This is an optimization exercise on Yosys and OpenROAD, whose aim is small area, a short achievable clock period and few clock cycles, not a production implementation.
Where RTL was checked, it was by simulation tests only, not by an equivalence proof against the original.
The RTL of runs 1, 2, 5 and 6 was laid out without a check of its function.
No activity file was given, so power comes from the tool's default toggle rates.

### design.v
module pc_pick (
    input  [31:0] early,          
    input  [19:0] hi,             
    input  [11:0] lo_j, lo_b,     
    input         sel_j, sel_b,
    output [31:0] pc
);
assign pc[31:12] = (sel_j | sel_b) ? hi : early[31:12];
assign pc[11:0]  = sel_j ? lo_j : sel_b ? lo_b : early[11:0];
endmodule
module reg_file (
    input             clk,
    input             we,
    input      [4:0]  wa,
    input      [31:0] wd,
    input      [31:1] s1, s2,      
    output reg [31:0] rd1, rd2,
    output     [31:0] x1           
);
wire [32*32-1:0] q;
assign q[31:0] = 32'b0;
genvar g;
generate
    for (g = 1; g < 32; g = g + 1) begin : r
        reg [31:0] x;
        always @(posedge clk)
            if (we && wa == g) x <= wd;
        assign q[g*32 +: 32] = x;
    end
endgenerate
assign x1 = q[63:32];
integer i;
always @(*) begin
    rd1 = 32'b0;
    rd2 = 32'b0;
    for (i = 1; i < 32; i = i + 1) begin
        rd1 = rd1 | (q[i*32 +: 32] & {32{s1[i]}});
        rd2 = rd2 | (q[i*32 +: 32] & {32{s2[i]}});
    end
end
endmodule
module riscv_cpu (
    input         clk, reset,
    output [31:0] PC,
    input  [31:0] Instr,
    output        MemWrite,
    output [31:0] Mem_WrAddr, Mem_WrData,
    input  [31:0] ReadData
);
reg  [31:0] pc_q;                     
reg  [31:0] ir, d_pc;                 
reg         ir_v, d_fp;               
reg  [7:0]  bht;                      
reg  [2:0]  e_bi;                     
reg         e_br, e_bp;               
reg  [31:0] e_a, e_b, e_x;            
reg  [4:0]  e_rd;
reg  [1:0]  e_sz;                     
reg         e_wr, e_ld, e_st, e_jalr, e_j0;
reg         k_eq, k_ne, k_lt, k_ge, k_ltu, k_geu;    
reg         e_sub, e_sra, e_shl;
reg         r_sum, r_sh, r_slt, r_sltu, r_link;
reg  [3:0]  r_lt;                     
reg  [31:0] m_res, m_wd;
reg  [4:0]  m_rd;
reg  [2:0]  m_f3;
reg         m_wr, m_ld, m_mw;
assign PC         = pc_q;
assign Mem_WrAddr = m_res;
assign Mem_WrData = m_wd;
assign MemWrite   = m_mw;
wire [31:0] ldv = m_f3[1] ? ReadData :
                  m_f3[0] ? {{16{~m_f3[2] & ReadData[15]}}, ReadData[15:0]} :
                            {{24{~m_f3[2] & ReadData[7]}},  ReadData[7:0]};
wire [31:0] wb  = m_ld ? ldv : m_res;
wire        f_jal  = Instr[6] & Instr[3];
wire        f_br   = Instr[6] & ~Instr[2];
wire        f_jalr = Instr[6] & ~Instr[3] & Instr[2] & (Instr[19:15] == 5'd1);
wire        f_pj   = f_jal | (f_br & (Instr[31] | bht[pc_q[4:2]]));
wire [11:0] f_lo_j = pc_q[11:0] + {Instr[20], Instr[30:21], 1'b0};
wire [11:0] f_lo_b = pc_q[11:0] + {Instr[7], Instr[30:25], Instr[11:8], 1'b0};
wire [31:0] pcp4   = pc_q + 32'd4;
wire [4:0] op  = ir[6:2];
wire [2:0] f3  = ir[14:12];
wire [4:0] rd  = ir[11:7];
wire [4:0] rs1 = ir[19:15];
wire [4:0] rs2 = ir[24:20];
wire d_jal  = op[4] & op[1];                     
wire d_jalr = op[4] & ~op[1] & op[0];            
wire d_br   = op[4] & ~op[0];                    
wire d_u    = ~op[4] & op[0];                    
wire d_lui  = d_u & op[3];
wire d_alu  = ~op[4] & ~op[0] & op[2];           
wire d_r    = d_alu & op[3];
wire d_ld   = ~op[4] & ~op[0] & ~op[2] & ~op[3];
wire d_st   = ~op[4] & ~op[0] & ~op[2] & op[3];
wire d_link = d_jal | d_jalr;
wire d_wr   = ~(d_br | d_st) & (rd != 5'd0);
wire use1   = ~(d_jal | d_u);
wire use2   = d_r | d_br | d_st;
wire d_sub  = d_r & ir[30] & (f3 == 3'b000);       
wire [31:0] immI = {{20{ir[31]}}, ir[31:20]};
wire [31:0] immS = {{20{ir[31]}}, ir[31:25], ir[11:7]};
wire [31:0] immU = {ir[31:12], 12'b0};
wire [31:0] imm  = d_u ? immU : d_st ? immS : immI;
wire [31:0] immB = {{20{ir[31]}}, ir[7], ir[30:25], ir[11:8], 1'b0};
wire [31:0] immJ = {{12{ir[31]}}, ir[19:12], ir[20], ir[30:21], 1'b0};
wire [31:0] d_tgt  = d_pc + (op[1] ? immJ : immB);
wire [12:0] d_lo   = {1'b0, d_pc[11:0]} + {1'b0, immJ[11:0] & {12{op[1]}} | immB[11:0] & {12{~op[1]}}};
wire        d_hi0  = op[1] ? (ir[19:12] == {8{ir[31]}}) : 1'b1;
wire        d_fx   = d_hi0 & (d_lo[12] == ir[31]);
wire [31:0] d_pcp4 = d_pc + 32'd4;
wire [31:0] ex_res;
wire e_hit1 = e_wr & (e_rd == rs1);
wire e_hit2 = e_wr & (e_rd == rs2);
wire m_hit1 = m_wr & (m_rd == rs1);
wire m_hit2 = m_wr & (m_rd == rs2);
wire [31:0] dec1 = 32'b1 << rs1;
wire [31:0] dec2 = 32'b1 << rs2;
wire rf_a = ~d_u & ~e_hit1 & ~m_hit1;            
wire rf_b = ~e_hit2 & ~m_hit2;
wire [31:0] rf1, rf2, ra;
reg_file rf (
    .clk(clk), .we(m_wr), .wa(m_rd), .wd(wb),
    .s1(dec1[31:1]), .s2(dec2[31:1]),
    .rd1(rf1), .rd2(rf2), .x1(ra)
);
wire ex_a = ~d_u & e_hit1;
wire wb_a = ~d_u & ~e_hit1 & m_hit1;
wire pc_a = d_u & ~d_lui;
wire [31:0] a_in = (rf1 & {32{rf_a}}) | (ex_res & {32{ex_a}}) | (wb & {32{wb_a}}) | (d_pc & {32{pc_a}});
wire [31:0] v2   = (rf2 & {32{rf_b}}) | (ex_res & {32{e_hit2}}) | (wb & {32{~e_hit2 & m_hit2}});
wire stall = ir_v & e_ld & ((e_hit1 & use1) | (e_hit2 & use2));
wire p       = d_fp;                              
wire d_redir = ir_v & d_fp & ~d_fx;
wire [31:0] sum = e_a + e_b + {31'b0, e_sub};      
reg [31:0] cl, ce;
integer cs, ci;
always @(*) begin
    cl = ~e_a & e_b;
    ce = ~(e_a ^ e_b);
    cl[31] = 1'b0;             
    ce[31] = 1'b1;
    for (cs = 1; cs < 32; cs = cs * 2)
        for (ci = 0; ci + cs < 32; ci = ci + 2 * cs) begin
            cl[ci + 2*cs - 1] = cl[ci + 2*cs - 1] | (ce[ci + 2*cs - 1] & cl[ci + cs - 1]);
            ce[ci + 2*cs - 1] = ce[ci + 2*cs - 1] & ce[ci + cs - 1];
        end
end
wire ce31 = ~(e_a[31] ^ e_b[31]);
wire eq   = ce31 & ce[31];
wire lt_u = (~e_a[31] & e_b[31]) | (ce31 & cl[31]);
wire lt_s = (e_a[31] & ~e_b[31]) | (ce31 & cl[31]);
wire br_miss = (eq & k_eq) | (~eq & k_ne) | (lt_s & k_lt) | (~lt_s & k_ge) |
               (lt_u & k_ltu) | (~lt_u & k_geu);
wire jalr_miss = e_jalr & ~(e_j0 & (e_a == d_pc));
wire redirect  = br_miss | jalr_miss;
wire br_taken  = e_bp ^ br_miss;
wire [31:0] redirect_pc = e_jalr ? sum : e_x;
reg  [31:0] a_rev, s_rev;
integer k;
wire        fill = e_sra & e_a[31];
wire [31:0] s0 = e_shl ? a_rev : e_a;
wire [31:0] s1 = e_b[4] ? {{16{fill}}, s0[31:16]} : s0;
wire [31:0] s2 = e_b[3] ? {{8{fill}},  s1[31:8]}  : s1;
wire [31:0] s3 = e_b[2] ? {{4{fill}},  s2[31:4]}  : s2;
wire [31:0] s4 = e_b[1] ? {{2{fill}},  s3[31:2]}  : s3;
wire [31:0] s5 = e_b[0] ? {fill,       s4[31:1]}  : s4;
always @(*) begin
    for (k = 0; k < 32; k = k + 1) begin
        a_rev[k] = e_a[31-k];
        s_rev[k] = s5[31-k];
    end
end
wire [31:0] shres = e_shl ? s_rev : s5;
reg [31:0] lres;
integer q;
always @(*)
    for (q = 0; q < 32; q = q + 1)
        lres[q] = r_lt[{e_a[q], e_b[q]}];
assign ex_res = (sum   & {32{r_sum}}) |
                (shres & {32{r_sh}})  |
                {31'b0, (lt_s & r_slt) | (lt_u & r_sltu)} |
                lres |
                (e_x   & {32{r_link}});
wire [31:0] pc_early = redirect ? redirect_pc :
                       stall    ? pc_q :
                       d_redir  ? d_tgt :
                       f_jalr   ? ra : pcp4;
wire        f_ok = ~redirect & ~stall & ~d_redir;
wire [31:0] pc_next;
pc_pick pick (
    .early(pc_early), .hi(pc_q[31:12]), .lo_j(f_lo_j), .lo_b(f_lo_b),
    .sel_j(f_ok & f_jal), .sel_b(f_ok & f_br & (Instr[31] | bht[pc_q[4:2]])),
    .pc(pc_next)
);
wire go = ir_v & ~redirect & ~stall;
wire gb = go & d_br;
wire b_eq  = f3 == 3'b000, b_ne  = f3 == 3'b001;
wire b_lt  = f3 == 3'b100, b_ge  = f3 == 3'b101;
wire b_ltu = f3 == 3'b110, b_geu = f3 == 3'b111;
always @(posedge clk or posedge reset) begin
    if (reset) begin
        pc_q   <= 32'b0;
        ir_v   <= 1'b0;
        e_wr   <= 1'b0;
        e_ld   <= 1'b0;
        e_st   <= 1'b0;
        e_jalr <= 1'b0;
        k_eq   <= 1'b0;
        e_br   <= 1'b0;
        bht    <= 8'b0;
        k_ne   <= 1'b0;
        k_lt   <= 1'b0;
        k_ge   <= 1'b0;
        k_ltu  <= 1'b0;
        k_geu  <= 1'b0;
        m_wr   <= 1'b0;
        m_mw   <= 1'b0;
    end else begin
        pc_q   <= pc_next;
        ir_v   <= stall | ~(redirect | d_redir);
        e_wr   <= go & d_wr;
        e_ld   <= go & d_ld;
        e_st   <= go & d_st;
        e_jalr <= go & d_jalr;
        k_eq   <= gb & ((b_eq & ~p) | (b_ne & p));
        e_br   <= gb;
        if (e_br) bht[e_bi] <= br_taken;
        k_ne   <= gb & ((b_ne & ~p) | (b_eq & p));
        k_lt   <= gb & ((b_lt & ~p) | (b_ge & p));
        k_ge   <= gb & ((b_ge & ~p) | (b_lt & p));
        k_ltu  <= gb & ((b_ltu & ~p) | (b_geu & p));
        k_geu  <= gb & ((b_geu & ~p) | (b_ltu & p));
        m_wr   <= e_wr;
        m_mw   <= e_st;
    end
end
always @(posedge clk) begin
    if (!stall) begin
        ir   <= Instr;
        d_pc <= pc_q;
        d_fp <= f_pj;
    end
    e_a    <= a_in;
    e_b    <= (d_r | d_br) ? v2 ^ {32{d_sub}} : imm;
    e_x    <= d_link ? d_pcp4 : d_br ? (p ? d_pcp4 : d_tgt) : v2;
    e_bi   <= d_pc[4:2];
    e_j0   <= ir[31:20] == 12'b0;
    e_bp   <= p;
    e_rd   <= rd;
    e_sz   <= f3[1:0];
    e_sub  <= d_sub;
    e_sra  <= ir[30];
    e_shl  <= ~f3[2];
    r_sum  <= ~d_alu & ~d_link | d_alu & (f3 == 3'b000);
    r_sh   <= d_alu & (f3[1:0] == 2'b01);
    r_slt  <= d_alu & (f3 == 3'b010);
    r_sltu <= d_alu & (f3 == 3'b011);
    r_lt   <= {4{d_alu & f3[2] & (f3[1:0] != 2'b01)}} &
              (f3[1] ? (f3[0] ? 4'b1000 : 4'b1110) : 4'b0110);
    r_link <= d_link;
    m_res  <= ex_res;
    m_wd   <= {e_x[31:16] & {16{e_sz[1]}}, e_x[15:8] & {8{e_sz[1] | e_sz[0]}}, e_x[7:0]};
    m_rd   <= e_rd;
    m_f3   <= {~e_shl, e_sz};
    m_ld   <= e_ld;
end
endmodule
### flow/run.sh
#!/bin/bash
# The standard layout (standard.sh), run in two parts, with these changes
# to how it is made (the SDC, with its clock period, is unchanged):
#  - timing repair aims at a setup margin of 7.9 ns up to CTS, and of 8.3 ns
#    at global routing (to leave room for what detailed routing adds)
#  - port buffers start as buf_4 instead of the delay buffer ORFS picks
#  - CTS: clkbuf_16 sink buffers on clusters of up to 16 flip-flops, no dummy loads
#  - one more round of timing repair after global routing (flow/grt_extra.tcl)
# make's full output goes to flow_cts.log and flow_finish.log in this folder.
set -euo pipefail
COMMON=(
  "BUFFER_PORTS_ARGS=-buffer_cell sky130_fd_sc_hd__buf_4"
  "CTS_ARGS=-sink_clustering_enable -repair_clock_nets -dont_use_dummy_load -sink_clustering_buffer sky130_fd_sc_hd__clkbuf_16 -sink_clustering_size 16 -sink_clustering_max_diameter 100"
)
bash standard.sh "${COMMON[@]}" SETUP_SLACK_MARGIN=7.9 cts > flow_cts.log 2>&1
bash standard.sh "${COMMON[@]}" SETUP_SLACK_MARGIN=8.3 "POST_GLOBAL_ROUTE_TCL=$PWD/flow/grt_extra.tcl" finish > flow_finish.log 2>&1
### flow/grt_extra.tcl
# one more round of timing repair on the global-routing parasitics
puts "extra timing repair after global routing"
log_cmd global_route -start_incremental
log_cmd estimate_parasitics -global_routing
repair_timing -setup_margin $::env(SETUP_SLACK_MARGIN) -hold_margin 0 -repair_tns 100 -verbose
log_cmd detailed_placement
log_cmd global_route -end_incremental
log_cmd estimate_parasitics -global_routing
report_worst_slack -max
### standard.sh
#!/bin/bash
# synth_recipe.tcl (not shown) runs the flow's synth.tcl, then flattens the netlist and writes it again
# the make line also repeats each setting of config.mk as NAME=value (left out here)
make -C /OpenROAD-flow-scripts/flow DESIGN_CONFIG=/design/flow/config.mk WORK_HOME=/design/flow/orfs CLKGATE_MAP_FILE= SYNTH_SCRIPT=/design/flow/synth_recipe.tcl "${@:-finish}"
### config.mk
export PLATFORM = sky130hd
export DESIGN_NAME = riscv_cpu
export DESIGN_NICKNAME = riscv_cpu
export VERILOG_FILES = /design/flow/design.v
export SDC_FILE = /design/flow/constraint.sdc
export NUM_CORES = 8
export LEC_CHECK = 0
export CAP_MARGIN = 20
export CORE_MARGIN = 2
export CORE_UTILIZATION = 35
export SETUP_SLACK_MARGIN = 5
export SLEW_MARGIN = 20
export SYNTH_HIERARCHICAL = 1
export SYNTH_MINIMUM_KEEP_SIZE = 20
### constraint.sdc
create_clock -name core_clock -period 12.0 [get_ports {clk}]
set_input_delay 2.4000 -clock core_clock [delete_from_list [all_inputs] [get_ports {clk}]]
set_output_delay 2.4000 -clock core_clock [all_outputs]
set_load 0.01 [all_outputs]
==> results of run 1 <==
==> flip-flops by register name, summed over array words and instances, names as in the netlist, 2 cells and up <==
register  flops
r_lt          2
m_f3          3
e_bi          3
bht           8
e_b          32
e_sz          2
rf.r.x      992
e_x          32
ir           30
e_rd          5
d_pc         32
e_a          32
m_res        32
pc_q         32
m_wd         32
m_rd          5
==> final cells by class <==
cell class,instances,area (sq um),share of cell area [%]
inverter,124,492,0.616
antenna,14,35.0,0.0439
timing repair buffer,702,6870,8.61
multi-input combinational,3677,30000,37.6
sequential,1300,37000,46.3
tap,2495,3120,3.91
clock buffer,92,2300,2.88
==> critical path, delay by kind of cell (launching register included) <==
family,cells,cell delay (ns)
fa+ha+maj,2,0.38
compound gates,8,1.91
flops,1,0.48
buf+inv,4,0.46
mux,1,0.35
xor+xnor,1,0.16
simple gates,1,0.05
==> power breakdown <==
group,internal [mW],switching [mW]
combinational,2.46,4.02
sequential,5.75,0.534
clock,1.35,1.55
total,9.55,6.11
==> path summary, 6_finish.rpt <==
check                      startpoint       end  slack [ns]  cells after the start
max                             ir[3]   e_x[19]        8.00                     17
max in group asynchronous       reset  pc_q[26]        9.38                      3
min reg2reg                      e_st      m_mw        0.37                      0
max reg2reg                     ir[3]   e_x[19]        8.00                     17
min                              e_st      m_mw        0.37                      0
min in group asynchronous       reset      m_mw        1.93                      3
==> cell usage in the layout, fill, tap and decap left out, types with 68 or more instances in the layout <==
cell       instances
a21oi_1          201
a221oi_2          68
a22o_1            68
a22oi_1          777
buf_4            536
buf_6             73
clkbuf_16        120
dfxtp_1          155
edfxtp_1        1055
ha_1              85
inv_1            106
mux2i_1          157
nand2_1          258
nand3_1          180
nand4_1          155
nor2_1           186
o21ai_0          117
xnor2_1           90
xor2_1            97
==> stage by stage <==
stage,instances,utilization [%],power [mW],setup WS [ns]
after floorplan,5546,-,8.75,7.66
after global placement,7931,37.5,10.9,6.53
after detailed placement,7933,37.5,11.0,6.50
after CTS,8088,39.5,14.0,7.70
final,8404,42.5,15.7,8.00
==> routing by layer <==
| metal | routed length, um | global-route usage [%] | part of all wire (%) |
|---|---|---|---|
| met5 | 128 | 0 | 0.041 |
| met2 | 131000 | 44.1 | 42 |
| met3 | 45000 | 8.92 | 15 |
| met4 | 22100 | 15.0 | 7.1 |
| met1 | 111000 | 38.1 | 36 |
==> kinds of logic after synthesis <==
group	synth area share, %
simple gates	9.36
flops	55.9
xor+xnor	2.70
compound gates	20.4
fa+ha+maj	2.31
buf+inv	3.80
mux	5.52
==> Yosys stat by module (local to each module, per instance) <==
module / times used / area (sq um) / flip-flops and latches / cells
riscv_cpu: 1 / 24500 / 308 / 2943
reg_file: 1 / 40800 / 992 / 2540
pc_pick: 1 / 587 / 0 / 63
==> impl_metrics.json, run 1 <==
{
  "status": "no timing/DRC/antenna violations",
  "synth-edff-count": 1055,
  "layout-drive-gt1-share_pct": 26.0,
  "post_cts_resized": 159,
  "avgSynthCellArea_sq_um": 11.9,
  "synth_flop_cell": "edfxtp_1",
  "cp_slowest_stage_delay_ns": 0.51,
  "num-nets-final": 6082,
  "drc": 0,
  "fin_crit_sh_pct": 33.3,
  "grt.total_usage_pct": 29.3,
  "num_vias": 56400,
  "synth_warnings": 8,
  "grt_max_degree": 81,
  "fmax_mhz": 250,
  "dieArea_sq_mm": 0.192,
  "hpwlAfterDp_um": 192000,
  "crit_chain": "mux2_4 > ha_4 > inv_2 > fa_2 > nor2b_2 > o31a_1 > o41ai_4 > o31ai_4 > a311oi_4 > buf_6 > buf_4 > buf_6 > o21bai_4 > a21oi_2 > xnor2_2 > o211ai_1 > o21ai_1",
  "port-buffer-count": 160,
  "rows": 159,
  "netlist-cell-type-count": 104,
  "holdWs_ns": 0.367,
  "core_area_sq_mm": 0.188,
  "syn_inst": 5546,
  "placed_cell_area_sq_mm": 0.0704,
  "grt_pass1_wl_um": 398000,
  "gp_congestion": 1.05,
  "ir_drop_v": 0.000178,
  "synth_commonest_cells": "edfxtp_1, a22oi_1, clkbuf_1, nor2_1, nand2_1",
  "startpoint_type": "flop",
  "crit_fanout": 5,
  "post-cts-setup-buffers": 50,
  "crit_arrival_ns": 4.57,
  "cp_common_cell": "buf_6",
  "synth.top_cell.area_share_pct": 48.0,
  "clk_pin_slew_ns": 0.08,
  "area_delta_synth_final_pct": 21.0,
  "overflow": 0,
  "relSlewSlack_pct": 20.2,
  "worst_pin_slew_ns": 1.18,
  "slew_violations": 0,
  "hold_path.class": "reg -> reg",
  "antenna_found_initial": 26,
  "start_util_pct": 35.2,
  "syn_area_sq_mm": 0.0660,
  "synth_area_leaders": "edfxtp_1, a22oi_1, dfxtp_1, mux2i_1, ha_1",
  "finalWirelength_um": 309000,
  "htree_levels": 3,
  "grt_pass1_vias": 49800,
  "cts_buffers": 92,
  "ys_ff_latch": 1300,
  "vias_per_cell": 6.72,
  "cp.required_ns": 12.57,
  "antenna_left": 0,
  "setup_tns_ns": 0,
  "fin_skew_ns": 0.119,
  "clock_tree.buffer_depth": 3,
  "io_pins": 163,
  "power_leakage_nw": 27.2,
  "slowest_stage": "o211ai_1",
  "path_class": "reg -> reg",
  "cts_tree": "done",
  "cp-end-kind": "flop",
  "dr.pass1.iters": 10,
  "routedWlPerCell_um": 36.7,
  "die_w_um": 438,
  "fin_crit_ns": 4.00,
  "cts_sinks": 1300,
  "synth_nets": 5731,
  "synth-seq-area-share_pct": 55.9,
  "hold_viol": 0,
  "die_h_um": 438,
  "synth_most_common_cell": "edfxtp_1",
  "fillers": 17300,
  "synthArstFlopShare_pct": 4.15,
  "drtIter0Drc": 10300,
  "cts-hold-fix-buffers": 0,
  "drv_cap": 0,
  "setup_violations": 0,
  "power_density_mw_per_mm2": 196,
  "insertion_delay_ns": 0.80,
  "cts_root_buf": "clkbuf_16",
  "final_cell_area_sq_mm": 0.0798,
  "synth_top_cell_by_area": "edfxtp_1"
}
==> run 2: changes to the inputs <==
--- a/design.v
+++ b/design.v
@@ -98,7 +98,6 @@
 wire d_wr   = ~(d_br | d_st) & (rd != 5'd0);
 wire use1   = ~(d_jal | d_u);
 wire use2   = d_r | d_br | d_st;
-wire d_sub  = d_r & ir[30] & (f3 == 3'b000);       
 wire [31:0] immI = {{20{ir[31]}}, ir[31:20]};
 wire [31:0] immS = {{20{ir[31]}}, ir[31:25], ir[11:7]};
 wire [31:0] immU = {ir[31:12], 12'b0};
@@ -133,7 +132,9 @@
 wire stall = ir_v & e_ld & ((e_hit1 & use1) | (e_hit2 & use2));
 wire p       = d_fp;                              
 wire d_redir = ir_v & d_fp & ~d_fx;
-wire [31:0] sum = e_a + e_b + {31'b0, e_sub};      
+wire [31:0] sum_a = e_a + e_b;
+wire [31:0] sum_s = e_a - e_b;
+wire [31:0] sum = e_sub ? sum_s : sum_a;
 reg [31:0] cl, ce;
 integer cs, ci;
 always @(*) begin
@@ -243,14 +244,14 @@
         d_fp <= f_pj;
     end
     e_a    <= a_in;
-    e_b    <= (d_r | d_br) ? v2 ^ {32{d_sub}} : imm;
+    e_b    <= (d_r | d_br) ? v2 : imm;
     e_x    <= d_link ? d_pcp4 : d_br ? (p ? d_pcp4 : d_tgt) : v2;
     e_bi   <= d_pc[4:2];
     e_j0   <= ir[31:20] == 12'b0;
     e_bp   <= p;
     e_rd   <= rd;
     e_sz   <= f3[1:0];
-    e_sub  <= d_sub;
+    e_sub  <= d_r & ir[30] & (f3 == 3'b000);
     e_sra  <= ir[30];
     e_shl  <= ~f3[2];
     r_sum  <= ~d_alu & ~d_link | d_alu & (f3 == 3'b000);
==> impl_metrics.json, run 2 <==
{
  "grt.total_usage_pct": 30.0,
  "hpwlAfterDp_um": 198000,
  "fin_skew_ns": 0.123,
  "port-buffer-count": 160,
  "holdWs_ns": 0.313,
  "rows": 160,
  "synth.top_cell.area_share_pct": 47.6,
  "synth_flop_cell": "edfxtp_1",
  "layout-drive-gt1-share_pct": 26.7,
  "synthArstFlopShare_pct": 4.15,
  "routedWlPerCell_um": 36.5,
  "drv_cap": 0,
  "total_power_mw": 15.6,
  "drc": 0,
  "synth_most_common_cell": "edfxtp_1",
  "power_density_mw_per_mm2": 194,
  "path_class": "reg -> reg",
  "startpoint_type": "flop",
  "post_cts_resized": 247,
  "crit_arrival_ns": 4.96,
  "insertion_delay_ns": 0.79,
  "num-nets-final": 6200,
  "drtIter0Drc": 10200,
  "cts-hold-fix-buffers": 0,
  "antenna_found_initial": 21,
  "status": "no timing/DRC/antenna violations",
  "syn_area_sq_mm": 0.0666,
  "start_util_pct": 35.1,
  "post-cts-setup-buffers": 102,
  "fin_crit_sh_pct": 35.7,
  "setup_violations": 0,
  "synth_nets": 5815,
  "dr.pass1.iters": 9,
  "crit_fanout": 4,
  "power_leakage_nw": 27.5,
  "synth-edff-count": 1055,
  "core_area_sq_mm": 0.190,
  "gp_congestion": 1.03,
  "io_pins": 163,
  "final_cell_mix": "edfxtp_1, a22oi_1, buf_4",
  "fillers": 17400,
  "clk_pin_slew_ns": 0.08,
  "num_vias": 57500,
  "worst_pin_slew_ns": 1.21,
  "area_delta_synth_final_pct": 20.7,
  "die_h_um": 440,
  "largest-register": "rf.r.x",
  "rrSetupSlack_ns": 7.72,
  "hold_viol": 0,
  "final_common_cell": "edfxtp_1",
  "avgSynthCellArea_sq_um": 11.8,
  "cts_sinks": 1300,
  "synth-seq-area-share_pct": 55.3,
  "hold_path.class": "reg -> reg",
  "cts_tree": "done",
  "overflow": 0,
  "final_cell_area_sq_mm": 0.0804,
  "ys_ff_latch": 1300,
  "synth_area_leaders": "edfxtp_1, a22oi_1, dfxtp_1, mux2i_1, ha_1",
  "postLayoutCoreUtil_pct": 42.4,
  "synth_commonest_cells": "edfxtp_1, a22oi_1, clkbuf_1, nor2_1, nand2_1",
  "cts_root_buf": "clkbuf_16",
  "antenna_left": 0,
  "grt_pass1_vias": 51000,
  "slew_violations": 0,
  "cp-end-kind": "flop",
  "grt_max_degree": 83,
  "cts_buffers": 94,
  "ir_drop_v": 0.000133,
  "setup_tns_ns": 0,
  "synth_top_cell_by_area": "edfxtp_1",
  "synth_warnings": 8,
  "syn_inst": 5629,
  "grt_pass1_wl_um": 410000,
  "dieArea_sq_mm": 0.194,
  "largest_reg_flops": 992,
  "vias_per_cell": 6.74,
  "fmax_mhz": 234,
  "relSlewSlack_pct": 18.3,
  "netlist-cell-type-count": 106,
  "fin_crit_ns": 4.28,
  "htree_levels": 3,
  "placed_cell_area_sq_mm": 0.0711,
  "clock_tree.buffer_depth": 3,
  "die_w_um": 440,
  "cp.required_ns": 12.68,
  "finalWirelength_um": 311000
}
run 2: changes by cell type after synthesis, moves of 11 or more:
| cell | previous run | this run |
|---|---|---|
| o21ai_0 | 188 | 148 |
| a211oi_1 | 42 | 67 |
| mux2_2 | 28 | 53 |
| nor2_1 | 297 | 314 |
| a21o_1 | 37 | 51 |
| a31oi_1 | 26 | 37 |
| o221ai_1 | 25 | 36 |
run 2: kinds of logic after synthesis:
group	count (synthesis)	share of synthesized area [%]
AOI/OAI and AO/OA	1866	21.0
DFF	1300	55.3
muxes	287	5.31
buffers and inverters	576	3.74
adders and majority gates	120	2.30
and+or+nand+nor	1274	9.56
xor gates and xnor gates	206	2.72
run 2: through the flow:
stage               cells  setup slack (ns)
floorplan            5629              7.69
global placement     8045              6.22
detailed placement   8045              6.22
CTS                  8258              7.71
finish               8535              7.72
run 2: power by group:
part	total [mW]	internal (mW)	switching, mW	leakage (nW)
sequential	6.20	5.72	0.472	11.8
clock	2.94	1.38	1.56	1.16
combinational	6.49	2.43	4.06	14.5
total	15.6	9.53	6.10	27.5
run 2: modules after synthesis (local to each module, per instance):
module	cells inside	flip-flops and latches	area [sq um]
riscv_cpu	3026	308	25200
pc_pick	63	0	587
reg_file	2540	992	40800
run 2: final timing paths:
kind / start / to / depth (start not counted)
worst max-delay path: e_b[12] / e_b[29] / 20
worst min-delay path: e_ld / m_ld / 0
worst max register to register: e_b[12] / e_b[29] / 20
worst min register to register: e_ld / m_ld / 0
max in group asynchronous: reset / pc_q[2] / 3
min in group asynchronous: reset / e_jalr / 3
run 2: layout make-up:
class,instances,area (sq um),share of cell area [%]
clock buffers,94,2350,2.93
diodes,12,30.0,0.0374
multi-input cells,3768,30800,38.3
inverters,114,452,0.562
repair buffers,736,6610,8.22
well taps,2511,3140,3.91
flip-flops and latches,1300,37000,46.0
run 2: per-layer routing:
| metal | track usage, % | share of wire, % | wire [um] | vias up |
|---|---|---|---|---|
| li1 | - | - | - | 23200 |
| met1 | 38.9 | 36 | 112000 | 28800 |
| met2 | 45.6 | 43 | 135000 | 4551 |
| met3 | 7.93 | 13 | 41700 | 909 |
| met4 | 16.3 | 7.0 | 21900 | 8 |
| met5 | 0 | 0.015 | 46 | - |
run 2: worst max-delay path, stage by stage (launching register included):
cell	delay [ns]
dfxtp_2	0.32
buf_6	0.12
or4_4	0.50
nor4_4	0.23
buf_4	0.18
and3_4	0.19
nor2_1	0.05
xnor2_1	0.15
ha_2	0.36
nor2_2	0.06
nor2_1	0.12
o41ai_2	0.09
buf_4	0.15
a311oi_4	0.28
o21a_4	0.22
o211ai_1	0.09
buf_4	0.19
a211oi_4	0.21
buf_6	0.16
a21oi_4	0.13
a221o_1	0.35
==> run 3: changes to the inputs <==
--- a/design.v
+++ b/design.v
@@ -132,9 +132,7 @@
 wire stall = ir_v & e_ld & ((e_hit1 & use1) | (e_hit2 & use2));
 wire p       = d_fp;                              
 wire d_redir = ir_v & d_fp & ~d_fx;
-wire [31:0] sum_a = e_a + e_b;
-wire [31:0] sum_s = e_a - e_b;
-wire [31:0] sum = e_sub ? sum_s : sum_a;
+wire [31:0] sum = e_a + (e_b ^ {32{e_sub}}) + {31'b0, e_sub};
 reg [31:0] cl, ce;
 integer cs, ci;
 always @(*) begin
==> impl_metrics.json, run 3 <==
{
  "status": "no timing/DRC/antenna violations",
  "layout-drive-gt1-share_pct": 23.8,
  "finalWirelength_um": 294000,
  "largest-register": "rf.r.x",
  "hold_viol": 0,
  "cp_slowest_stage_delay_ns": 0.34,
  "final_common_cell": "edfxtp_1",
  "fin_crit_ns": 3.79,
  "fin_skew_ns": 0.116,
  "p_seq_share_pct": 41.7,
  "cp_common_cell": "buf_12",
  "final_cells": 8209,
  "clock_tree.buffer_depth": 3,
  "avgSynthCellArea_sq_um": 12.0,
  "synth_nets": 5644,
  "post_cts_resized": 77,
  "final_cell_mix": "edfxtp_1, a22oi_1, buf_4",
  "cp_top_family": "compound AO/OA/AOI/OAI gates",
  "synth_compound_area_share_pct": 20.1,
  "synth_top_family_by_area": "compound AO/OA/AOI/OAI gates",
  "grt_pass1_wl_um": 390000,
  "grt_max_degree": 65,
  "worst_pin_slew_ns": 1.25,
  "p_int_mw": 9.30,
  "drtIter0Drc": 9246,
  "switchingPower_mw": 5.78,
  "dr.pass1.iters": 9,
  "fmax_mhz": 264,
  "clkPwrFrac_pct": 19.5,
  "hpwlAfterDp_um": 190000,
  "final_cell_area_sq_mm": 0.0772,
  "num-nets-final": 5906,
  "startpoint_type": "primary input",
  "port-buffer-count": 160,
  "synth_top_cell_by_area": "edfxtp_1",
  "insertion_delay_ns": 0.79,
  "die_h_um": 437,
  "post-cts-setup-buffers": 35,
  "htree_levels": 3,
  "fillers": 17500,
  "synth_warnings": 8,
  "slew_violations": 0,
  "start_util_pct": 35.3,
  "area_delta_synth_final_pct": 17.7,
  "synth_most_common_cell": "edfxtp_1",
  "setup_violations": 0,
  "cts_root_buf": "clkbuf_16",
  "p_sw_share_pct": 38.3,
  "yosys.area_share.adder_pct": 2.30,
  "synth_area_leaders": "edfxtp_1, a22oi_1, dfxtp_1, mux2i_1, ha_1",
  "antenna_found_initial": 20,
  "relSlewSlack_pct": 15.5,
  "core_area_sq_mm": 0.186,
  "vias_per_cell": 6.64,
  "path_class": "in -> reg",
  "power_density_mw_per_mm2": 195,
  "grt.total_usage_pct": 28.7,
  "total_power_mw": 15.1,
  "setup_slack_ns": 8.21,
  "ir_drop_v": 0.000162,
  "synth-seq-area-share_pct": 56.2,
  "syn_area_sq_mm": 0.0656,
  "placed_cell_area_sq_mm": 0.0700,
  "netlist-cell-type-count": 90,
  "synth_xor_area_share_pct": 2.88,
  "dp_cells": 7830,
  "die_w_um": 437,
  "cp_num_buf_inv": 3,
  "num_vias": 54500,
  "synth_commonest_cells": "edfxtp_1, a22oi_1, clkbuf_1, nor2_1, nand2_1",
  "routedWlPerCell_um": 35.8,
  "ys_ff_latch": 1300,
  "synth_flop_cell": "edfxtp_1",
  "cts_sinks": 1300,
  "cp-end-kind": "flop",
  "cts_tree": "done",
  "synth.top_cell.area_share_pct": 48.3,
  "pwr-share-comb_pct": 38.7,
  "crit_fanout": 33,
  "rows": 158,
  "gp_congestion": 1.02,
  "antenna_left": 0,
  "cts_buffers": 94,
  "slowest_stage": "o31a_4",
  "synthArstFlopShare_pct": 4.15,
  "clk_pin_slew_ns": 0.08,
  "cp.required_ns": 12.60,
  "cts-hold-fix-buffers": 0,
  "drc": 0,
  "place_ws_ns": 6.48,
  "crit_arrival_ns": 4.39,
  "synth-edff-count": 1055,
  "synth-simple-area-share_pct": 9.10,
  "largest_reg_flops": 992,
  "syn_inst": 5460,
  "synthMuxAreaShare_pct": 5.87,
  "grt_pass1_vias": 48900,
  "crit_chain": "buf_12 > mux2i_4 > o31a_4 > buf_6 > a21oi_2 > buf_12 > mux2_4 > nand2_2 > o21ai_4 > a221o_1",
  "fin_crit_sh_pct": 31.6,
  "io_pins": 163,
  "power_leakage_nw": 26.4,
  "drv_cap": 0,
  "dieArea_sq_mm": 0.191,
  "hold_path.class": "reg -> reg",
  "setup_tns_ns": 0,
  "overflow": 0
}
run 3: worst reg2reg max path, cell delays in order, from the launching register on:
cell	delay, ns
edfxtp_1	0.42
buf_4	0.19
buf_4	0.16
or3b_2	0.58
nor2_4	0.11
buf_4	0.57
a221oi_1	0.26
nand3_1	0.21
or4_1	0.33
nor2_1	0.10
a211oi_1	0.57
a221o_1	0.20
run 3: modules after synthesis (local to each module, per instance):
module,flops+latches,cells
pc_pick,0,63
riscv_cpu,308,2857
reg_file,992,2540
run 3: layout make-up:
class	count	area (sq um)	area share (%)
Antenna cell	9	22.5	0.0292
Clock buffer	94	2350	3.05
Inverter	105	430	0.558
Multi-Input combinational cell	3625	28900	37.5
Sequential cell	1300	37000	48.0
Tap cell	2480	3100	4.02
Timing Repair Buffer	595	5330	6.90
Timing Repair inverter	1	5.00	0.00648
run 3: stage by stage:
step                hold WS (ns)  util (%)
global placement           0.379      37.6
floorplan                  0.331         -
detailed placement         0.365      37.7
finish                     0.359      41.5
CTS                        0.363      39.3
run 3: cells by family (layout without fill, tap and decap cells):
logic type	Yosys count	after routing
flip-flops	1300	1300
other	0	9
buffers and inverters	552	795
AND/OR/NAND/NOR	1191	1194
AO/OA/AOI/OAI	1772	1786
XOR/XNOR	216	216
multiplexers	311	311
adder cells (fa/ha/maj)	118	118
run 3: per-layer routing:
layer / wire length, um / part of all wire (%) / track usage (%)
met4: 18100 / 6.2 / 13.1
met5: 63 / 0.021 / 0
met2: 129000 / 44 / 44.1
met1: 109000 / 37 / 37.7
met3: 38400 / 13 / 7.80
run 3: power by group through the flow:
stage | Combinational, mW | Sequential [mW] | Clock [mW]
final | 5.84 | 6.29 | 2.95
after CTS | 4.69 | 6.36 | 2.96
after detailed placement | 4.53 | 6.46 | 0
after global placement | 4.49 | 6.46 | 0
after floorplan | 2.64 | 6.16 | 0
run 3: final timing paths:
path	startpoint	slack, ns	to	depth (start not counted)
setup / recovery	ReadData[7]	8.21	e_b[29]	10
hold / removal	e_sz[0]	0.36	m_f3[0]	0
setup reg to reg	ir[16]	8.23	e_a[0]	11
hold reg to reg	e_sz[0]	0.36	m_f3[0]	0
max in group asynchronous	reset	9.44	pc_q[27]	3
min in group asynchronous	reset	1.92	e_wr	3
Testbench counts of run 3, summed over its fixed seeds: cycles 781,420.
==> run 4: changes to the inputs <==
==> flow/run.sh (replaced) <==
#!/bin/bash
# The standard layout (standard.sh), run in two parts, with these changes
# to how it is made (the SDC, with its clock period, is unchanged):
#  - timing repair aims at a setup margin of 8.1 ns up to CTS, and of 8.3 ns
#    at global routing (to leave room for what detailed routing adds)
#  - port buffers start as buf_4 instead of the delay buffer ORFS picks
#  - CTS: clkbuf_16 sink buffers on clusters of up to 16 flip-flops, no dummy loads
#  - one more round of timing repair after global routing (flow/grt_extra.tcl)
# make's full output goes to flow_cts.log and flow_finish.log in this folder.
set -euo pipefail
COMMON=(
  "BUFFER_PORTS_ARGS=-buffer_cell sky130_fd_sc_hd__buf_4"
  "CTS_ARGS=-sink_clustering_enable -repair_clock_nets -dont_use_dummy_load -sink_clustering_buffer sky130_fd_sc_hd__clkbuf_16 -sink_clustering_size 16 -sink_clustering_max_diameter 100"
)
bash standard.sh "${COMMON[@]}" SETUP_SLACK_MARGIN=8.1 cts > flow_cts.log 2>&1
bash standard.sh "${COMMON[@]}" SETUP_SLACK_MARGIN=8.3 "POST_GLOBAL_ROUTE_TCL=$PWD/flow/grt_extra.tcl" finish > flow_finish.log 2>&1
==> impl_metrics.json, run 4 <==
{
  "grt_pass1_vias": 49400,
  "synth_nets": 5644,
  "num-nets-final": 5956,
  "insertion_delay_ns": 0.77,
  "power_leakage_nw": 26.7,
  "cts-hold-fix-buffers": 0,
  "clk_pin_slew_ns": 0.08,
  "vias_per_cell": 6.72,
  "htree_levels": 3,
  "seq_area_sq_mm": 0.0371,
  "syn_area_sq_mm": 0.0656,
  "hold_path.class": "reg -> reg",
  "largest_reg_flops": 992,
  "synthArstFlopShare_pct": 4.15,
  "finalWirelength_um": 301000,
  "fin_skew_ns": 0.111,
  "num_vias": 55500,
  "ys_ff_latch": 1300,
  "fmax_mhz": 264,
  "final_cell_mix": "edfxtp_1, a22oi_1, buf_4",
  "core_area_sq_mm": 0.186,
  "cts_buffers": 94,
  "largest-register": "rf.r.x",
  "post_cts_resized": 131,
  "cp-end-kind": "flop",
  "setup_violations": 0,
  "r2r_cells": 9,
  "drc": 0,
  "min-delay-start": "e_st",
  "r2r-start": "ir[16]",
  "total_power_mw": 15.2,
  "layout-drive-gt1-share_pct": 24.5,
  "hold_viol": 0,
  "worst_pin_slew_ns": 1.25,
  "cp.required_ns": 12.56,
  "antenna_left": 0,
  "hold_end": "m_mw",
  "grt_pass1_wl_um": 399000,
  "dr.pass1.iters": 10,
  "crit_arrival_ns": 4.35,
  "post-cts-setup-buffers": 78,
  "ir_drop_v": 0.000154,
  "die_w_um": 437,
  "cts_root_buf": "clkbuf_16",
  "fillers": 17200,
  "synth_flop_cell": "edfxtp_1",
  "antenna_found_initial": 28,
  "path_class": "reg -> reg",
  "synth_commonest_cells": "edfxtp_1, a22oi_1, clkbuf_1, nor2_1, nand2_1",
  "clock_tree.buffer_depth": 3,
  "routed.top_layer": "met5",
  "grt_max_degree": 65,
  "wl_met1_um": 108000,
  "dr_wl_met2_um": 128000,
  "synth_warnings": 8,
  "startpoint_type": "flop",
  "fin_crit_ns": 3.79,
  "drv_cap": 0,
  "start_util_pct": 35.3,
  "gp_congestion": 1.00,
  "slew_violations": 0,
  "synth_area_leaders": "edfxtp_1, a22oi_1, dfxtp_1, mux2i_1, ha_1",
  "netlist-cell-type-count": 90,
  "hpwlAfterDp_um": 187000,
  "rows": 158,
  "syn_inst": 5460,
  "synth-edff-count": 1055,
  "overflow": 0,
  "fin_crit_sh_pct": 31.6,
  "final_common_cell": "edfxtp_1",
  "min_path_cells": 0,
  "avgSynthCellArea_sq_um": 12.0,
  "area_delta_synth_final_pct": 18.6,
  "grt.total_usage_pct": 29.5,
  "cts_sinks": 1300,
  "port-buffer-count": 160,
  "synth_most_common_cell": "edfxtp_1",
  "power_density_mw_per_mm2": 196,
  "rrSetupSlack_ns": 8.21,
  "wl_met3_um": 45400,
  "relSlewSlack_pct": 16.0,
  "dieArea_sq_mm": 0.191,
  "status": "no timing/DRC/antenna violations",
  "setup_tns_ns": 0,
  "cts_tree": "done",
  "synth.top_cell.area_share_pct": 48.3,
  "crit_fanout": 27,
  "timing.rr.end": "e_a[27]",
  "multi_input_area_sq_mm": 0.0291,
  "synth_top_cell_by_area": "edfxtp_1",
  "drtIter0Drc": 10100,
  "routedWlPerCell_um": 36.5,
  "die_h_um": 437,
  "synth-seq-area-share_pct": 56.2,
  "io_pins": 163
}
[run 4: cell counts after synthesis]
No cell type changed its count.
[run 4: worst max-delay path by stage]
| stage | from | to | depth (start not counted) |
|---|---|---|---|
| final | ir[16] | e_a[27] | 9 |
| after floorplan | ReadData[7] | e_b[10] | 6 |
| after CTS | ReadData[7] | e_b[20] | 6 |
| after detailed placement | ReadData[7] | e_x[29] | 9 |
| after global placement | ReadData[7] | e_b[29] | 9 |
[run 4: logic make-up after synthesis]
family                     synth area share [%]
adders and majority gates                  2.30
DFF                                        56.2
buffers and inverters                      3.58
xor gates and xnor gates                   2.88
AOI/OAI and AO/OA                          20.1
muxes                                      5.87
and+or+nand+nor                            9.10
[run 4: per-layer routing]
layer	GRT usage [%]	up-vias
met3	10.8	931
met2	43.8	4588
met4	14.0	26
li1	-	22400
met1	38.1	27500
met5	0	-
[run 4: cell type report]
cell class / instances / share of cell area [%]
antenna: 8 / 0.0257
clock buffer: 94 / 3.02
inverter: 105 / 0.531
multi-input combinational: 3638 / 37.4
sequential: 1300 / 47.6
tap: 2480 / 3.99
timing repair buffer: 633 / 7.42
[run 4: where the power goes]
| part | internal (mW) | switching, mW |
|---|---|---|
| logic | 2.20 | 3.74 |
| registers | 5.76 | 0.598 |
| clock network | 1.38 | 1.57 |
| total | 9.33 | 5.90 |
[run 4: Yosys stat by module (local to each module, per instance)]
module,copies in the design,cells,cell area [sq um]
reg_file,1,2540,40800
riscv_cpu,1,2857,24200
pc_pick,1,63,587
[run 4: worst max-delay path: stages, from the launching register on]
cell,delay (ns)
edfxtp_1,0.48
buf_4,0.18
or3_1,0.41
nor2_4,0.20
buf_8,0.29
a221oi_2,0.32
nand3_1,0.20
or4_1,0.73
mux2i_1,0.58
o221ai_1,0.19
[run 4: through the flow]
| stage | setup slack [ns] | util [%] | hold WS [ns] | area [sq um] | std cells |
|---|---|---|---|---|---|
| 2_1_floorplan | 7.92 | - | 0.331 | 66100 | 5460 |
| 3_3_place_gp | 6.75 | 37.6 | 0.337 | 70000 | 7808 |
| 3_5_place_dp | 6.67 | 37.7 | 0.342 | 70000 | 7809 |
| 4_1_cts | 8.00 | 39.7 | 0.359 | 73800 | 8005 |
| 6_report | 8.21 | 41.9 | 0.354 | 77800 | 8258 |
==> run 5: changes to the inputs <==
--- a/design.v
+++ b/design.v
@@ -109,7 +109,7 @@
 wire        d_hi0  = op[1] ? (ir[19:12] == {8{ir[31]}}) : 1'b1;
 wire        d_fx   = d_hi0 & (d_lo[12] == ir[31]);
 wire [31:0] d_pcp4 = d_pc + 32'd4;
-wire [31:0] ex_res;
+wire [31:0] ex_res, sum;
 wire e_hit1 = e_wr & (e_rd == rs1);
 wire e_hit2 = e_wr & (e_rd == rs2);
 wire m_hit1 = m_wr & (m_rd == rs1);
@@ -127,12 +127,15 @@
 wire ex_a = ~d_u & e_hit1;
 wire wb_a = ~d_u & ~e_hit1 & m_hit1;
 wire pc_a = d_u & ~d_lui;
-wire [31:0] a_in = (rf1 & {32{rf_a}}) | (ex_res & {32{ex_a}}) | (wb & {32{wb_a}}) | (d_pc & {32{pc_a}});
-wire [31:0] v2   = (rf2 & {32{rf_b}}) | (ex_res & {32{e_hit2}}) | (wb & {32{~e_hit2 & m_hit2}});
+wire [31:0] ex_oth;
+wire [31:0] a_in = (rf1 & {32{rf_a}}) | (sum & {32{ex_a & r_sum}}) | (ex_oth & {32{ex_a}}) |
+                   (wb & {32{wb_a}}) | (d_pc & {32{pc_a}});
+wire [31:0] v2   = (rf2 & {32{rf_b}}) | (sum & {32{e_hit2 & r_sum}}) | (ex_oth & {32{e_hit2}}) |
+                   (wb & {32{~e_hit2 & m_hit2}});
 wire stall = ir_v & e_ld & ((e_hit1 & use1) | (e_hit2 & use2));
 wire p       = d_fp;                              
 wire d_redir = ir_v & d_fp & ~d_fx;
-wire [31:0] sum = e_a + (e_b ^ {32{e_sub}}) + {31'b0, e_sub};
+assign sum = e_a + (e_b ^ {32{e_sub}}) + {31'b0, e_sub};
 reg [31:0] cl, ce;
 integer cs, ci;
 always @(*) begin
@@ -177,6 +180,10 @@
 always @(*)
     for (q = 0; q < 32; q = q + 1)
         lres[q] = r_lt[{e_a[q], e_b[q]}];
+assign ex_oth = (shres & {32{r_sh}})  |
+                {31'b0, (lt_s & r_slt) | (lt_u & r_sltu)} |
+                lres |
+                (e_x   & {32{r_link}});
 assign ex_res = (sum   & {32{r_sum}}) |
                 (shres & {32{r_sh}})  |
                 {31'b0, (lt_s & r_slt) | (lt_u & r_sltu)} |
==> flow/run.sh (replaced) <==
#!/bin/bash
# The standard layout (standard.sh), run in two parts, with these changes
# to how it is made (the SDC, with its clock period, is unchanged):
#  - timing repair aims at a setup margin of 7.9 ns up to CTS, and of 8.3 ns
#    at global routing (to leave room for what detailed routing adds)
#  - port buffers start as buf_4 instead of the delay buffer ORFS picks
#  - CTS: clkbuf_16 sink buffers on clusters of up to 16 flip-flops, no dummy loads
#  - one more round of timing repair after global routing (flow/grt_extra.tcl)
# make's full output goes to flow_cts.log and flow_finish.log in this folder.
set -euo pipefail
COMMON=(
  "BUFFER_PORTS_ARGS=-buffer_cell sky130_fd_sc_hd__buf_4"
  "CTS_ARGS=-sink_clustering_enable -repair_clock_nets -dont_use_dummy_load -sink_clustering_buffer sky130_fd_sc_hd__clkbuf_16 -sink_clustering_size 16 -sink_clustering_max_diameter 100"
)
bash standard.sh "${COMMON[@]}" SETUP_SLACK_MARGIN=7.9 cts > flow_cts.log 2>&1
bash standard.sh "${COMMON[@]}" SETUP_SLACK_MARGIN=8.3 "POST_GLOBAL_ROUTE_TCL=$PWD/flow/grt_extra.tcl" finish > flow_finish.log 2>&1
==> impl_metrics.json, run 5 <==
{
  "synth_top_cell_by_area": "edfxtp_1",
  "layout-drive-gt1-share_pct": 24.5,
  "relSlewSlack_pct": -30.0,
  "wl_met3_um": 41200,
  "core_area_sq_mm": 0.190,
  "clk_pin_slew_ns": 0.08,
  "ys_ff_latch": 1300,
  "drtIter0Drc": 9386,
  "syn_inst": 5581,
  "switchingPower_mw": 6.05,
  "dp_cells": 7951,
  "cts-hold-fix-buffers": 0,
  "post_cts_resized": 98,
  "antenna_left": 0,
  "fin_skew_ns": 0.157,
  "port-buffer-count": 160,
  "synth_area_leaders": "edfxtp_1, a22oi_1, dfxtp_1, mux2i_1, ha_1",
  "setup_violations": 0,
  "crit_arrival_ns": 4.56,
  "synthArstFlopShare_pct": 4.15,
  "die_w_um": 440,
  "pwr-share-comb_pct": 40.0,
  "overflow": 0,
  "io_pins": 163,
  "vias_per_cell": 6.71,
  "worst_pin_slew_ns": 1.93,
  "cts_root_buf": "clkbuf_16",
  "power_density_mw_per_mm2": 197,
  "num-nets-final": 6041,
  "cp.required_ns": 12.60,
  "num_vias": 56200,
  "status": "failed layout checks",
  "synth_commonest_cells": "edfxtp_1, a22oi_1, clkbuf_1, nor2_1, a21oi_1",
  "min-delay-start": "e_st",
  "synth_warnings": 8,
  "cts_tree": "done",
  "path_class": "reg -> reg",
  "grt_pass1_vias": 49500,
  "die_h_um": 440,
  "dr.pass1.iters": 11,
  "grt_pass1_wl_um": 392000,
  "place_ws_ns": 6.64,
  "cp-end-kind": "flop",
  "power_leakage_nw": 26.7,
  "slew_violations": 9,
  "drc": 0,
  "clock_tree.buffer_depth": 3,
  "min_path_cells": 0,
  "p_seq_share_pct": 40.9,
  "insertion_delay_ns": 0.79,
  "grt_max_degree": 72,
  "r2r-start": "e_sub",
  "start_util_pct": 35.1,
  "final_cell_area_sq_mm": 0.0787,
  "post-cts-setup-buffers": 34,
  "fmax_mhz": 252,
  "hold_path.class": "reg -> reg",
  "wl_met1_um": 107000,
  "synth.top_cell.area_share_pct": 47.6,
  "area_delta_synth_final_pct": 18.2,
  "cts_buffers": 96,
  "startpoint_type": "flop",
  "hold_viol": 0,
  "clkPwrFrac_pct": 19.1,
  "largest-register": "rf.r.x",
  "netlist-cell-type-count": 101,
  "check.faults": "capacitance limit, slew limit",
  "final_cell_mix": "edfxtp_1, a22oi_1, buf_4",
  "htree_levels": 3,
  "p_int_mw": 9.48,
  "synth_most_common_cell": "edfxtp_1",
  "finalWirelength_um": 300000,
  "routedWlPerCell_um": 35.8,
  "antenna_found_initial": 26,
  "synth-seq-area-share_pct": 55.4,
  "cts_sinks": 1300,
  "fin_crit_ns": 3.96,
  "r2r_cells": 17,
  "synth_nets": 5765,
  "dr_wl_met2_um": 130000,
  "dieArea_sq_mm": 0.194,
  "gp_congestion": 1.04,
  "largest_reg_flops": 992,
  "setup_slack_ns": 8.04,
  "ir_drop_v": 0.000113,
  "avgSynthCellArea_sq_um": 11.9,
  "synth-edff-count": 1055,
  "crit_path_start": "e_sub",
  "grt.total_usage_pct": 28.6,
  "drv_cap": 3,
  "fin_crit_sh_pct": 33.0,
  "synth_flop_cell": "edfxtp_1",
  "crit_fanout": 7,
  "final_cells": 8379,
  "placed_cell_area_sq_mm": 0.0707,
  "routed.top_layer": "met5",
  "setup_tns_ns": 0,
  "final_common_cell": "edfxtp_1",
  "p_sw_share_pct": 39.0,
  "syn_area_sq_mm": 0.0666,
  "rows": 160,
  "hpwlAfterDp_um": 192000
}
run 5: area by class of cell:
class | instances | area, sq um
sequential | 1300 | 37100
antenna | 13 | 32.5
tap | 2511 | 3140
clock buffer | 96 | 2400
inverter | 120 | 473
fill | 17600 | 111000
timing repair buffer | 633 | 5770
multi-input combinational | 3706 | 29800
run 5: worst paths after layout:
| check | endpoint | slack, ns |
|---|---|---|
| max | e_b[31] | 8.04 |
| min | m_mw | 0.35 |
| max reg2reg | e_b[31] | 8.04 |
| min reg2reg | m_mw | 0.35 |
| max in group asynchronous | pc_q[2] | 9.41 |
| min in group asynchronous | pc_q[23] | 1.91 |
run 5: Yosys stat by module, one instance, submodules excluded:
module     flops+latches  cells  area (sq um)  times used
pc_pick                0     63           587           1
reg_file             992   2540         40800           1
riscv_cpu            308   2978         25100           1
run 5: per-layer routing:
layer,GRT usage (%),vias to the layer above
met5,0,-
met4,15.4,20
met3,7.98,920
met2,43.5,4340
met1,36.7,28100
li1,-,22800
run 5: critical path, cell delays in order, from the launching register on:
cell      delay, ns
dfxtp_4        0.41
buf_12         0.16
buf_4          0.14
xor2_2         0.18
ha_4           0.31
buf_6          0.10
o211ai_1       0.12
a32oi_2        0.21
buf_4          0.15
o41ai_4        0.10
o211ai_1       0.32
buf_4          0.18
a31oi_4        0.11
o211a_1        0.25
a311o_2        0.40
a221oi_4       0.41
buf_4          0.18
a31oi_1        0.07
run 5: kinds of logic (layout without fill, tap and decap cells):
family / count (synthesis) / count (layout) / share of synthesized area, %
compound gates: 1871 / 1884 / 20.9
flops: 1300 / 1300 / 55.4
simple gates: 1214 / 1216 / 9.18
buf+inv: 590 / 849 / 4.02
mux: 285 / 285 / 5.57
xor+xnor: 203 / 203 / 2.67
fa+ha+maj: 118 / 118 / 2.26
other cells: 0 / 13 / 0
run 5: stage by stage:
| step | hold WS [ns] | utilization, % | total power, mW |
|---|---|---|---|
| finish | 0.352 | 41.5 | 15.5 |
| CTS | 0.351 | 38.9 | 14.2 |
| detailed placement | 0.337 | 37.3 | 11.2 |
| global placement | 0.333 | 37.3 | 11.1 |
| floorplan | 0.331 | - | 8.95 |
run 5: power by group through the flow:
| stage | combinational [mW] | sequential [mW] | clock (mW) |
|---|---|---|---|
| floorplan | 2.79 | 6.16 | 0 |
| global placement | 4.61 | 6.51 | 0 |
| detailed placement | 4.66 | 6.51 | 0 |
| CTS | 4.80 | 6.41 | 2.98 |
| finish | 6.21 | 6.35 | 2.97 |
==> run 6: changes to the inputs <==
--- a/design.v
+++ b/design.v
@@ -7,6 +7,19 @@
 );
 assign pc[31:12] = (sel_j | sel_b) ? hi : early[31:12];
 assign pc[11:0]  = sel_j ? lo_j : sel_b ? lo_b : early[11:0];
+endmodule
+module opsel (
+    input  [31:0] rf1, rf2,           
+    input  [31:0] ex, wb,             
+    input  [31:0] pc, imm, alt,       
+    input         a_rf, a_ex, a_wb, a_pc,
+    input         b_rf, b_ex, b_wb, b_imm,
+    input         x_rf, x_ex, x_wb, x_alt,
+    output [31:0] a, b, x
+);
+assign a = (rf1 & {32{a_rf}}) | (ex & {32{a_ex}}) | (wb & {32{a_wb}}) | (pc  & {32{a_pc}});
+assign b = (rf2 & {32{b_rf}}) | (ex & {32{b_ex}}) | (wb & {32{b_wb}}) | (imm & {32{b_imm}});
+assign x = (rf2 & {32{x_rf}}) | (ex & {32{x_ex}}) | (wb & {32{x_wb}}) | (alt & {32{x_alt}});
 endmodule
 module reg_file (
     input             clk,
@@ -109,7 +122,7 @@
 wire        d_hi0  = op[1] ? (ir[19:12] == {8{ir[31]}}) : 1'b1;
 wire        d_fx   = d_hi0 & (d_lo[12] == ir[31]);
 wire [31:0] d_pcp4 = d_pc + 32'd4;
-wire [31:0] ex_res, sum;
+wire [31:0] ex_res;
 wire e_hit1 = e_wr & (e_rd == rs1);
 wire e_hit2 = e_wr & (e_rd == rs2);
 wire m_hit1 = m_wr & (m_rd == rs1);
@@ -127,15 +140,22 @@
 wire ex_a = ~d_u & e_hit1;
 wire wb_a = ~d_u & ~e_hit1 & m_hit1;
 wire pc_a = d_u & ~d_lui;
-wire [31:0] ex_oth;
-wire [31:0] a_in = (rf1 & {32{rf_a}}) | (sum & {32{ex_a & r_sum}}) | (ex_oth & {32{ex_a}}) |
-                   (wb & {32{wb_a}}) | (d_pc & {32{pc_a}});
-wire [31:0] v2   = (rf2 & {32{rf_b}}) | (sum & {32{e_hit2 & r_sum}}) | (ex_oth & {32{e_hit2}}) |
-                   (wb & {32{~e_hit2 & m_hit2}});
+wire p       = d_fp;                              
+wire use_b = d_r | d_br;                          
+wire use_x = ~d_link & ~d_br;                     
+wire m_only2 = ~e_hit2 & m_hit2;
+wire [31:0] a_in, b_in, x_in;
+opsel ops (
+    .rf1(rf1), .rf2(rf2), .ex(ex_res), .wb(wb),
+    .pc(d_pc), .imm(imm), .alt((d_link | p) ? d_pcp4 : d_tgt),
+    .a_rf(rf_a), .a_ex(ex_a), .a_wb(wb_a), .a_pc(pc_a),
+    .b_rf(use_b & rf_b), .b_ex(use_b & e_hit2), .b_wb(use_b & m_only2), .b_imm(~use_b),
+    .x_rf(use_x & rf_b), .x_ex(use_x & e_hit2), .x_wb(use_x & m_only2), .x_alt(~use_x),
+    .a(a_in), .b(b_in), .x(x_in)
+);
 wire stall = ir_v & e_ld & ((e_hit1 & use1) | (e_hit2 & use2));
-wire p       = d_fp;                              
 wire d_redir = ir_v & d_fp & ~d_fx;
-assign sum = e_a + (e_b ^ {32{e_sub}}) + {31'b0, e_sub};
+wire [31:0] sum = e_a + (e_b ^ {32{e_sub}}) + {31'b0, e_sub};
 reg [31:0] cl, ce;
 integer cs, ci;
 always @(*) begin
@@ -180,10 +200,6 @@
 always @(*)
     for (q = 0; q < 32; q = q + 1)
         lres[q] = r_lt[{e_a[q], e_b[q]}];
-assign ex_oth = (shres & {32{r_sh}})  |
-                {31'b0, (lt_s & r_slt) | (lt_u & r_sltu)} |
-                lres |
-                (e_x   & {32{r_link}});
 assign ex_res = (sum   & {32{r_sum}}) |
                 (shres & {32{r_sh}})  |
                 {31'b0, (lt_s & r_slt) | (lt_u & r_sltu)} |
@@ -249,8 +265,8 @@
         d_fp <= f_pj;
     end
     e_a    <= a_in;
-    e_b    <= (d_r | d_br) ? v2 : imm;
-    e_x    <= d_link ? d_pcp4 : d_br ? (p ? d_pcp4 : d_tgt) : v2;
+    e_b    <= b_in;
+    e_x    <= x_in;
     e_bi   <= d_pc[4:2];
     e_j0   <= ir[31:20] == 12'b0;
     e_bp   <= p;
==> impl_metrics.json, run 6 <==
{
  "syn_area_sq_mm": 0.0650,
  "cts-hold-fix-buffers": 0,
  "dr_wl_met2_um": 123000,
  "fin_crit_sh_pct": 35.4,
  "io_pins": 163,
  "status": "failed layout checks",
  "fin_crit_ns": 4.25,
  "cp.required_ns": 12.60,
  "drc": 0,
  "finalWirelength_um": 279000,
  "synthArstFlopShare_pct": 4.15,
  "hold_path.class": "reg -> reg",
  "gp_congestion": 0.982,
  "synth_commonest_cells": "edfxtp_1, a22oi_1, nand2_1, nor2_1, clkbuf_1",
  "post-cts-setup-buffers": 36,
  "final_cell_mix": "edfxtp_1, a22oi_1, buf_4",
  "power_density_mw_per_mm2": 196,
  "total_power_mw": 15.1,
  "rrSetupSlack_ns": 7.75,
  "synth_top_cell_by_area": "edfxtp_1",
  "setup_violations": 0,
  "timing.rr.end": "pc_q[31]",
  "fillers": 17300,
  "synth_nets": 5645,
  "antenna_found_initial": 18,
  "wl_met1_um": 101000,
  "die_w_um": 435,
  "synth_warnings": 8,
  "drtIter0Drc": 8787,
  "r2r-start": "ir[14]",
  "clock_tree.buffer_depth": 3,
  "synth.top_cell.area_share_pct": 48.7,
  "cts_tree": "done",
  "insertion_delay_ns": 0.77,
  "synth-edff-count": 1055,
  "check.faults": "capacitance limit, slew limit",
  "antenna_left": 0,
  "placed_cell_area_sq_mm": 0.0693,
  "start_util_pct": 35.1,
  "htree_levels": 3,
  "fmax_mhz": 235,
  "num_vias": 53700,
  "synth-seq-area-share_pct": 56.7,
  "grt.total_usage_pct": 26.9,
  "synth_area_leaders": "edfxtp_1, a22oi_1, dfxtp_1, mux2i_1, ha_1",
  "avgSynthCellArea_sq_um": 11.9,
  "hold_viol": 0,
  "clk_pin_slew_ns": 0.08,
  "ys_ff_latch": 1300,
  "largest-register": "rf.r.x",
  "ir_drop_v": 0.000128,
  "startpoint_type": "flop",
  "core_area_sq_mm": 0.185,
  "synth_flop_cell": "edfxtp_1",
  "crit_arrival_ns": 4.84,
  "path_class": "reg -> reg",
  "crit_fanout": 8,
  "cts_sinks": 1300,
  "port-buffer-count": 160,
  "cts_root_buf": "clkbuf_16",
  "synth_most_common_cell": "edfxtp_1",
  "setup_slack_ns": 7.75,
  "cp-end-kind": "flop",
  "relSlewSlack_pct": -36.2,
  "largest_reg_flops": 992,
  "layout-drive-gt1-share_pct": 23.4,
  "grt_pass1_vias": 49100,
  "final_cells": 8233,
  "r2r_cells": 17,
  "crit_path_start": "ir[14]",
  "die_h_um": 435,
  "vias_per_cell": 6.53,
  "final_cell_area_sq_mm": 0.0770,
  "drv_cap": 2,
  "routedWlPerCell_um": 33.9,
  "dr.pass1.iters": 9,
  "slew_violations": 6,
  "holdWs_ns": 0.350,
  "syn_inst": 5461,
  "place_ws_ns": 6.48,
  "grt_pass1_wl_um": 368000,
  "overflow": 0,
  "cts_buffers": 94,
  "grt_max_degree": 72,
  "power_leakage_nw": 26.7,
  "min_path_cells": 0,
  "worst_pin_slew_ns": 2.02,
  "area_delta_synth_final_pct": 18.4,
  "dp_cells": 7828,
  "num-nets-final": 5931,
  "final_common_cell": "edfxtp_1",
  "endpoint": "pc_q[31]",
  "rows": 158,
  "postLayoutCoreUtil_pct": 41.6,
  "hpwlAfterDp_um": 174000,
  "dieArea_sq_mm": 0.189,
  "routed.top_layer": "met5",
  "post_cts_resized": 111,
  "wl_met3_um": 36800,
  "fin_skew_ns": 0.0853,
  "netlist-cell-type-count": 91,
  "setup_tns_ns": 0
}
## run 6: cell families (layout without fill, tap and decap cells)
kind of cell / after synthesis / after routing / share of synthesized area, %
AOI/OAI and AO/OA: 1838 / 1846 / 21.1
xor gates and xnor gates: 209 / 209 / 2.81
adders and majority gates: 118 / 118 / 2.32
buffers and inverters: 504 / 779 / 3.48
DFF: 1300 / 1300 / 56.7
muxes: 240 / 240 / 4.24
other: 0 / 8 / 0
and+or+nand+nor: 1252 / 1253 / 9.41
## run 6: worst max-delay path, stage by stage, from the launching register on
cell and delay (ns):
edfxtp_1 0.54, or3_4 0.43, o41ai_4 0.41, nand2_4 0.18, buf_4 0.19, nand2_2 0.11
ha_4 0.25, a21oi_4 0.15, o21ai_2 0.10, nor4_2 0.30, o41ai_2 0.16, a311oi_4 0.25
o21bai_1 0.13, a21oi_2 0.18, xnor2_2 0.15, mux2i_1 0.21, a32oi_1 0.08, mux2_4 0.28
## run 6: worst min-delay path by stage
stage	startpoint	to	slack, ns
final	e_st	m_mw	0.35
after detailed placement	e_st	m_mw	0.34
after global placement	e_st	m_mw	0.34
after floorplan	e_st	m_mw	0.33
after CTS	e_st	m_mw	0.35
## run 6: layout make-up
| class | count | area, sq um | area share, % |
|---|---|---|---|
| Antenna cell | 8 | 20.0 | 0.0260 |
| Clock buffer | 94 | 2350 | 3.05 |
| Inverter | 88 | 347 | 0.450 |
| Multi-Input combinational cell | 3666 | 28500 | 37.0 |
| Sequential cell | 1300 | 37000 | 48.1 |
| Tap cell | 2480 | 3100 | 4.03 |
| Timing Repair Buffer | 597 | 5660 | 7.35 |
## run 6: per-layer routing
layer,global-route usage [%],vias up
li1,-,22300
met1,34.4,26600
met2,41.8,4012
met3,6.52,795
met4,14.5,4
met5,0,-
## run 6: power by group
group	switching [mW]	internal [mW]	leakage, nW
sequential	0.545	5.79	11.9
clock	1.55	1.38	1.16
combinational	3.53	2.28	13.7
total	5.62	9.45	26.7
## run 6: per-module statistics from Yosys, one instance, submodules excluded
| module | copies in the design | flops+latches | area, sq um | cells inside |
|---|---|---|---|---|
| pc_pick | 1 | 0 | 587 | 63 |
| opsel | 1 | 0 | 2080 | 324 |
| riscv_cpu | 1 | 308 | 21500 | 2534 |
| reg_file | 1 | 992 | 40800 | 2540 |

[separate check: timing with driven ports]
How much do the figures lean on ideal ports? The routed layouts below were timed once more, with nothing changed but the port constraints. Step 1: set_driving_cell puts a clkbuf_16 on clk and a buf_2 on each other input, an assumption about the parent block. Step 2 also shifts input and output timing later by t, the mid clock arrival at the registers, as if the neighbouring blocks saw the same clock. a / b / c = ideal ports / drivers / drivers and shift; a / b = the first two.
run | t (ns) | setup slack, ns | hold slack, ns | worst setup path after step 2 | slew at the worst register clock pin (ns)
run 1 | 0.821 | 7.999 / 7.999 / 7.424 | 0.367 / 0.367 / 0.367 | input to register | 0.09 / 0.09
run 2 | 0.814 | 7.721 / 7.721 / 7.064 | 0.313 / 0.313 / 0.313 | input to register | 0.08 / 0.08
run 3 | 0.820 | 8.206 / 8.154 / 7.409 | 0.359 / 0.359 / 0.359 | input to register | 0.09 / 0.09
run 4 | 0.806 | 8.211 / 8.148 / 7.492 | 0.354 / 0.354 / 0.354 | input to register | 0.09 / 0.09
run 5 | 0.798 | 8.038 / 8.038 / 7.412 | 0.352 / 0.352 / 0.352 | input to register | 0.10 / 0.10
run 6 | 0.819 | 7.752 / 7.752 / 7.506 | 0.350 / 0.350 / 0.350 | input to register | 0.09 / 0.09
For run 3, which loses most, drivers alone change the setup slack by -0.052 ns; drivers and shift together by -0.797 ns.
